Source: an optimization exercise on an open RTL-to-GDS flow (aim: small area and a short achievable clock period). Production flows keep margins and buffers that such runs may drop. RTL that was checked went through simulation tests only; none was proved equivalent to the original.

==> 05-09 <==
==> flow/design.v (excerpt) <==
module FAS (data_valid, data, clk, rst, fir_d, fir_valid, fft_valid, done, freq,
 fft_d1, fft_d2, fft_d3, fft_d4, fft_d5, fft_d6, fft_d7, fft_d8,
 fft_d9, fft_d10, fft_d11, fft_d12, fft_d13, fft_d14, fft_d15, fft_d0);
export LEC_CHECK = 0
export CAP_MARGIN = 20
export CORE_MARGIN = 2
export CORE_UTILIZATION = 40
export CTS_CLUSTER_DIAMETER = 150
export CTS_CLUSTER_SIZE = 20
export SLEW_MARGIN = 20
create_clock -name core_clock -period 18.0 [get_ports {clk}]
standard.sh (not shown) runs the stock make flow with config.mk's settings and CLKGATE_MAP_FILE= SYNTH_SCRIPT=/design/flow/synth_recipe.tcl, a recipe that flattens the netlist after the stock synthesis.
==> flow/flow/run.sh <==
#!/bin/bash
set -euo pipefail
export SETUP_SLACK_MARGIN=12.75
export BUFFER_PORTS_ARGS="-buffer_cell sky130_fd_sc_hd__buf_1"
export PRE_IO_PLACEMENT_TCL=$PWD/flow/io.tcl
R=orfs/results/sky130hd/FAS/base
bash standard.sh synth > flow_synth.log 2>&1
cp $R/1_2_yosys.v yosys_netlist_orig.v
python3 flow/fixfa.py yosys_netlist_orig.v $R/1_2_yosys.v > fixfa.log 2>&1
bash standard.sh > flow_layout.log 2>&1
Other scripts of this flow, unchanged in this note and not shown: flow/flow/fixfa.py, flow/flow/io.tcl
==> 09-19: changes against 05-09 <==
--- a/flow/flow/run.sh
+++ b/flow/flow/run.sh
@@ -1,5 +1,5 @@
 #!/bin/bash
 set -euo pipefail
-export SETUP_SLACK_MARGIN=12.75
+export SETUP_SLACK_MARGIN=12.9
 export BUFFER_PORTS_ARGS="-buffer_cell sky130_fd_sc_hd__buf_1"
 export PRE_IO_PLACEMENT_TCL=$PWD/flow/io.tcl
Settings changed: PLACE_DENSITY from default to 0.75.
==> 08-10: changes against 05-09 <==
--- a/flow/flow/run.sh
+++ b/flow/flow/run.sh
@@ -1,5 +1,5 @@
 #!/bin/bash
 set -euo pipefail
-export SETUP_SLACK_MARGIN=12.75
+export SETUP_SLACK_MARGIN=12.9
 export BUFFER_PORTS_ARGS="-buffer_cell sky130_fd_sc_hd__buf_1"
 export PRE_IO_PLACEMENT_TCL=$PWD/flow/io.tcl
Settings changed: CORE_UTILIZATION 40 to 50.
==> 04-27: changes against 05-09 <==
--- a/flow/flow/run.sh
+++ b/flow/flow/run.sh
@@ -1,5 +1,5 @@
 #!/bin/bash
 set -euo pipefail
-export SETUP_SLACK_MARGIN=12.75
+export SETUP_SLACK_MARGIN=12.9
 export BUFFER_PORTS_ARGS="-buffer_cell sky130_fd_sc_hd__buf_1"
 export PRE_IO_PLACEMENT_TCL=$PWD/flow/io.tcl
==> comparison table <==
	08-10	09-19	04-27	05-09
Post-route standard cell area excluding fillers	143000 um2	144000 um2	144000 um2	144000 um2
Number of non-clock inverters in the layout	960	960	960	959
Drt via density	5.40	5.12	5.07	5.07
WHS	0.300 ns	0.303 ns	0.273 ns	0.278 ns
Status	timing/DRC/antenna clean	timing/DRC/antenna clean	timing/DRC/antenna clean	timing/DRC/antenna clean
Sink of the worst hold path	sFi[12]	d1[7][15]	sFi[25]	sFr[3]
Cell with the largest stage delay on the worst path	sky130_fd_sc_hd__dfxtp_4	sky130_fd_sc_hd__dfxtp_1	sky130_fd_sc_hd__dfxtp_1	sky130_fd_sc_hd__dfxtp_1
Detailed Route Iter0 Violations	5871	6444	6107	5853
Unrepaired setup endpoints after global routing	false	false	false	true
Initial standard-cell utilization of the core	50.2%	40.2%	40.2%	40.2%
Layout Skew	0.0706 ns	0.0605 ns	0.0744 ns	0.0753 ns

* * *

==> trial 56: inputs <==
FAS, a different RTL version from the one above (not shown whole).
export LEC_CHECK = 0
export CAP_MARGIN = 20
export CORE_MARGIN = 2
export CORE_UTILIZATION = 40
export CTS_CLUSTER_DIAMETER = 120
export CTS_CLUSTER_SIZE = 24
export SLEW_MARGIN = 20
create_clock -name core_clock -period 18.0 [get_ports {clk}]
==> flow/flow/run.sh <==
#!/bin/bash
set -euo pipefail
export SETUP_SLACK_MARGIN=12.9
export BUFFER_PORTS_ARGS="-buffer_cell sky130_fd_sc_hd__buf_2"
R=orfs/results/sky130hd/FAS/base
bash standard.sh synth > flow_synth.log 2>&1
cp $R/1_2_yosys.v yosys_netlist_orig.v
python3 flow/fixfa.py yosys_netlist_orig.v $R/1_2_yosys.v > fixfa.log 2>&1
bash standard.sh > flow_layout.log 2>&1
Other scripts of this flow, unchanged in this note and not shown: flow/flow/fixfa.py
==> trial 27 (differences from trial 56) <==
--- a/flow/design.v
+++ b/flow/design.v
@@ -3347,37 +3347,39 @@
 reg [0:0] c3;
 wire [3:0] c3_q = nph - 4'd2;
 always @(posedge clk) c3 <= c3_q[1];
 reg [0:0] w3;
 wire [3:0] w3_q = nph - 4'd2;
 always @(posedge clk) w3 <= w3_q[0];
-reg [26:0] sEr, sEi, sFr, sFi;
+reg [25:0] sEr, sEi, sFr, sFi;
 wire [23:0] bf3_sr = sFr[23:0] + f2r[23:0]; wire [23:0] bf3_si = sFi[23:0] + f2i[23:0];
-wire [26:0] p3r = w3 ? sFi : sFr; wire [26:0] m3r = w3 ? {f2i[25],f2i} : {f2r[25],f2r};
-wire [26:0] p3i = w3 ? {f2r[25],f2r} : sFi; wire [26:0] m3i = w3 ? sFr : {f2i[25],f2i};
-wire [26:0] x3r = p3r - m3r; wire [26:0] x3i = p3i - m3i;
-wire [23:0] o3r = sFr[23:0] + {23'd0, sFr[26]}; wire [23:0] o3i = sFi[23:0] + {23'd0, sFi[26]};
+wire [26:0] p3r = w3 ? {sFi[25],sFi} : {sFr[25],sFr}; wire [26:0] m3r = w3 ? {f2i[25],f2i} : {f2r[25],f2r};
+wire [26:0] p3i = w3 ? {f2r[25],f2r} : {sFi[25],sFi}; wire [26:0] m3i = w3 ? {sFr[25],sFr} : {f2i[25],f2i};
+wire [26:0] x3r0 = p3r - m3r; wire [26:0] x3r1 = p3r - m3r + 27'd1;
+wire [26:0] x3i0 = p3i - m3i; wire [26:0] x3i1 = p3i - m3i + 27'd1;
+wire [23:0] t3r = x3r0[26] ? x3r1[23:0] : x3r0[23:0];
+wire [23:0] t3i = x3i0[26] ? x3i1[23:0] : x3i0[23:0];
 reg [23:0] f3r, f3i;
 always @(posedge clk) begin
-  if (c3) begin sEr <= x3r; sEi <= x3i; f3r <= bf3_sr; f3i <= bf3_si; end
-  else begin sEr <= {f2r[25], f2r}; sEi <= {f2i[25], f2i}; f3r <= o3r; f3i <= o3i; end
+  if (c3) begin sEr <= {2'b00, t3r}; sEi <= {2'b00, t3i}; f3r <= bf3_sr; f3i <= bf3_si; end
+  else begin sEr <= f2r; sEi <= f2i; f3r <= sFr[23:0]; f3i <= sFi[23:0]; end
   sFr <= sEr; sFi <= sEi;
 end
 reg [0:0] c4;
 wire [3:0] c4_q = nph - 4'd5;
 always @(posedge clk) c4 <= c4_q[0];
 reg [23:0] sGr, sGi;
 wire [23:0] s4r = sGr + f3r; wire [23:0] s4i = sGi + f3i;
-wire [23:0] d4r = sGr - f3r; wire [23:0] d4i = sGi - f3i;
-wire [15:0] o4r = sGr[23:8] + {15'd0, sGr[23]};
-wire [15:0] o4i = sGi[23:8] + {15'd0, sGi[23]};
+wire [23:0] d4r0 = sGr - f3r; wire [23:0] d4i0 = sGi - f3i;
+wire [15:0] d4rf = d4r0[23:8] + {15'd0, d4r0[23]};
+wire [15:0] d4if = d4i0[23:8] + {15'd0, d4i0[23]};
 reg [31:0] ch [0:15];
 integer ic;
 always @(posedge clk) begin
-  if (c4) begin ch[0] <= {s4r[23:8], s4i[23:8]}; sGr <= d4r; sGi <= d4i; end
-  else begin ch[0] <= {o4r, o4i}; sGr <= f3r; sGi <= f3i; end
+  if (c4) begin ch[0] <= {s4r[23:8], s4i[23:8]}; sGr <= {8'd0, d4rf}; sGi <= {8'd0, d4if}; end
+  else begin ch[0] <= {sGr[15:0], sGi[15:0]}; sGr <= f3r; sGi <= f3i; end
   for (ic=1; ic<16; ic=ic+1) ch[ic] <= ch[ic-1];
 end
 assign fft_d0 = {ch[15][31:16], 16'd0};
 assign fft_d1 = ch[7];
 assign fft_d2 = ch[11];
 assign fft_d3 = ch[3];
==> flow/config.mk (replaced) <==
export PLATFORM = sky130hd
export DESIGN_NAME = FAS
export DESIGN_NICKNAME = FAS
export VERILOG_FILES = /design/flow/design.v
export SDC_FILE = /design/flow/constraint.sdc
export NUM_CORES = 8
export LEC_CHECK = 0
export CAP_MARGIN = 20
export CORE_MARGIN = 2
export CORE_UTILIZATION = 60
export CTS_CLUSTER_DIAMETER = 150
export CTS_CLUSTER_SIZE = 20
export SLEW_MARGIN = 20
==> trial 24 (differences from trial 56) <==
==> flow/config.mk (replaced) <==
export PLATFORM = sky130hd
export DESIGN_NAME = FAS
export DESIGN_NICKNAME = FAS
export VERILOG_FILES = /design/flow/design.v
export SDC_FILE = /design/flow/constraint.sdc
export NUM_CORES = 8
export LEC_CHECK = 0
export CAP_MARGIN = 20
export CORE_MARGIN = 2
export CORE_UTILIZATION = 40
export CTS_CLUSTER_DIAMETER = 150
export CTS_CLUSTER_SIZE = 20
export SLEW_MARGIN = 20
==> run summary <==
The highest clock-buffer cell count belongs to trial 24, the lowest to trial 56.
In trial 56 the clock skew is higher than in trial 27, by 0.044 ns.
Synthesized cell count is the same in trial 56 and trial 24.
Non-clock buffer count: trial 56 > trial 24 > trial 27.
In trial 24 the first-iteration DRC count is smaller than in trial 56, by 2.6%.
Final area: trial 27 is lower than trial 56 (about 1.7%).
Register-to-register slack: trial 27 < trial 24 < trial 56.
The lowest hold slack belongs to trial 56, the highest to trial 27.
The RTL of trial 27 was laid out without a check of its function.

[port drivers added, routing unchanged]
How much do the figures lean on ideal ports? The routed layouts below were timed once more, with nothing changed but the port constraints.
Step 1 sets driving cells, clkbuf_16 on the clock port and buf_2 on the other inputs (assumed; they add their load-dependent delay and slew).
Step 2 times the ports against the registers' clock, not the clock port: input delays grow and output delays shrink by t, the midpoint of the rising clock arrivals with the driver on.
a / b / c = no drivers / after step 1 / after step 2; a / b = the first two.
run | t, ns | slack for setup (ns) | latest minus earliest clock arrival (ns) | worst slew at a driven data input, ns | cell pins on the clock port's net
05-09 | 0.950 | 12.876 / 12.770 / 12.881 | 0.077 / 0.076 | 0.06 | 1
09-19 | 0.972 | 12.974 / 12.868 / 13.099 | 0.064 / 0.065 | 0.09 | 1
08-10 | 0.943 | 12.959 / 12.855 / 13.063 | 0.074 / 0.074 | 0.20 | 1
04-27 | 0.963 | 12.965 / 12.854 / 13.153 | 0.082 / 0.083 | 0.07 | 1
trial 56 | 1.019 | 12.819 / 12.706 / 13.127 | 0.114 / 0.115 | 0.08 | 1
trial 27 | 0.916 | 12.893 / 12.849 / 12.893 | 0.079 / 0.080 | 0.04 | 1
trial 24 | 0.983 | 12.895 / 12.783 / 13.073 | 0.080 / 0.080 | 0.08 | 1
After both steps every run listed still meets setup and hold.
